Context: an optimization exercise on an open-source flow, tuned for small area. The choices shown serve that exercise and are no tape-out recipe.
Only simulation tests tie the RTL to the original design; equivalence was not proved.
No driver is modelled on the clock port, so clocking that relies on it looks cheaper here than on a real chip.
Power is estimated from default activity; no workload was simulated.

## drac
module drac (
  input SCK,
  input CS,
  input MOSI,
  output MISO,
  input clk,
  input rst,
  input [3:0] regr_0,
  input [6:0] regr_1,
  input [7:0] regr_2,
  input [7:0] regr_3,
  input [7:0] regr_4,
  input [7:0] regr_5,
  output [7:0] regwr_0,
  output [7:0] regwr_1,
  output [7:0] regwr_2,
  output [7:0] regwr_3,
  output [2:0] regwr_4,
  output [7:0] regwr_5,
  output [3:0] regwr_6,
  output [1:0] regwr_7,
  output [4:0] regwr_8,
  output [4:0] regwr_9,
  output [4:0] regwr_10,
  output [4:0] regwr_11,
  output regwr_12,
  output regwr_13,
  output regwr_14,
  output [2:0] regwr_15,
  output [2:0] regwr_16,
  output [1:0] regwr_17,
  output [1:0] regwr_18,
  output regwr_19,
  output regwr_20,
  output [1:0] regwr_21,
  output regwr_22,
  output [6:0] regwr_23,
  output regwr_24,
  output regwr_25,
  output regwr_26,
  output [3:0] regwr_27,
  output [3:0] regwr_28,
  output regwr_29,
  output regwr_30,
  output regwr_31,
  output [2:0] regwr_32,
  output [2:0] regwr_33,
  output [2:0] regwr_34,
  output regwr_35,
  output regwr_36,
  output regwr_37,
  output regwr_38,
  output regwr_39,
  output [7:0] regwr_40,
  output [7:0] regwr_41
);
export LEC_CHECK = 0
export CAP_MARGIN = 0
export CORE_MARGIN = 2
export CORE_UTILIZATION = 60
export GPL_TIMING_DRIVEN = 0
export PLACE_DENSITY = 0.75
export SLEW_MARGIN = 0
create_clock -name core_clock -period 4.0 [get_ports {clk}]
standard.sh (not shown) runs the stock make flow with config.mk's settings and CLKGATE_MAP_FILE= SYNTH_SCRIPT=/design/flow/synth_recipe.tcl, a recipe that flattens the netlist after the stock synthesis.
==> flow/flow/run.sh <==
#!/bin/bash
# Standard ORFS layout (standard.sh), except: ports are buffered with buf_1
# cells, and CTS uses small clock buffers without dummy loads.
set -euo pipefail
bash standard.sh synth > synth.log 2>&1
bash standard.sh \
  "BUFFER_PORTS_ARGS=-buffer_cell sky130_fd_sc_hd__buf_1" \
  "CTS_ARGS=-sink_clustering_enable -repair_clock_nets -dont_use_dummy_load -buf_list sky130_fd_sc_hd__clkbuf_4" \
  REMOVE_ABC_BUFFERS=1 "POST_CTS_TCL=$(pwd)/flow/post_cts.tcl" \
  finish > layout.log 2>&1
==> flow/flow/post_cts.tcl <==
# After CTS: upsize each clkbuf_4 whose loads see a slow clock edge to clkbuf_8,
# then legalize the placement again.
estimate_parasitics -placement
set n 0
foreach inst [get_cells -filter "ref_name == sky130_fd_sc_hd__clkbuf_4"] {
  set worst 0
  set net [get_nets -of_objects [get_pins [get_full_name $inst]/X]]
  foreach pin [get_pins -of_objects $net -filter "direction == input"] {
    set s [get_property $pin slew_max]
    if {$s > $worst} { set worst $s }
  }
  if {$worst > 0.112} {
    replace_cell $inst sky130_fd_sc_hd__clkbuf_8
    incr n
  }
}
puts "post_cts: upsized $n clock buffers"
estimate_parasitics -placement
detailed_placement
check_placement -verbose
The first run went through all stages and came out clean.
Change:
--- a/flow/design.v
+++ b/flow/design.v
@@ -53,49 +53,54 @@
   output regwr_39,
   output [7:0] regwr_40,
   output [7:0] regwr_41
 );
   reg cs0, cs1, sck0, sck1, sck2, mo0, mo1;
   always @(posedge clk) begin
     cs0 <= CS;   cs1 <= cs0;
     sck0 <= SCK; sck1 <= sck0; sck2 <= sck1;
     mo0 <= MOSI; mo1 <= mo0;
   end
   wire re = sck1 & ~sck2 & ~cs1;    
-  localparam CMD = 2'd0, WR = 2'd2, RD = 2'd1, BURST = 2'd3;
+  localparam CMD = 2'd0, WR = 2'd1, RD = 2'd2, BURST = 2'd3;
   reg [1:0] st;
   reg [7:0] sr;
   reg [5:0] addr;
   wire done = re & sr[7];
   wire [7:0] byte_in = {sr[6:0], mo1};
   wire is_ff = &byte_in;
   always @(posedge clk) begin
     if (cs1)
       sr <= 8'd1;
     else if (re)
       sr <= sr[7] ? 8'd1 : {sr[6:0], mo1 & (st != RD)};
   end
   always @(posedge clk) begin
     if (cs1)
       st <= CMD;
     else if (done)
       case (st)
         CMD:   st <= is_ff ? BURST : (byte_in[7] ? WR : RD);
         BURST: if (addr == 6'd41) st <= CMD;
         default: st <= CMD;
       endcase
   end
-  always @(posedge clk)
-    if (done)
-      addr <= (st == CMD) ? (byte_in[5:0] & {6{~is_ff}}) : addr + 6'd1;
-  wire wr = done & st[1];             
+  always @(posedge clk) begin
+    if (done) begin
+      if (st == CMD)
+        addr <= byte_in[5:0] & {6{~is_ff}};
+      else if (st == BURST)
+        addr <= addr + 6'd1;
+    end
+  end
+  wire wr = done & st[0];             
   wire [7:0] bus0 = byte_in & {8{~rst}};   
   wire [7:0] bus1 = byte_in | {8{rst}};    
   wire [7:0] wlo; wire [5:0] whi;
   assign wlo[0] = rst | (addr[2:0] == 3'd0);
   assign wlo[1] = rst | (addr[2:0] == 3'd1);
   assign wlo[2] = rst | (addr[2:0] == 3'd2);
   assign wlo[3] = rst | (addr[2:0] == 3'd3);
   assign wlo[4] = rst | (addr[2:0] == 3'd4);
   assign wlo[5] = rst | (addr[2:0] == 3'd5);
   assign wlo[6] = rst | (addr[2:0] == 3'd6);
   assign wlo[7] = rst | (addr[2:0] == 3'd7);
Count of clock-buffer cells in the layout is unchanged. Flip-flop and latch count is unchanged. Combinational power grows by about 8%. Register-to-register slack degrades by 0.11 ns. Non-clock buffer count does not change. Synthesized cell count came out higher by 2.2%. Critical path depth stays the same. Power barely changes. Via count climbs by 0.86%. Utilization came out higher by 0.35 points. Cell count is higher by 1.5%. Wire length goes up by 4.5%. Sequential power hardly moves. Clock power drops by 2.9%.

==> port drivers added, routing unchanged <==
The flow's constraints put no driver on any port. The routed layouts listed below were extracted and timed again, unchanged, in two steps. Step 1: set_driving_cell puts a clkbuf_16 on clk and a buf_2 on each other input, an assumption about the parent block. Step 2 times the ports against the registers' clock, not the clock port: input delays grow and output delays shrink by t, the midpoint of the rising clock arrivals with the driver on. Three values: ideal ports, drivers, drivers and shift; two values: the first two.
| run | shift t [ns] | setup WS [ns] | worst data-port slew with drivers (ns) | cell pins on the clock port's net |
|---|---|---|---|---|
| the first run | 0.458 | 0.985 / 0.985 / 0.985 | 0.04 | 1 |
| the second run | 0.465 | 0.876 / 0.876 / 0.876 | 0.04 | 1 |
After both steps setup and hold are still met in every run listed.
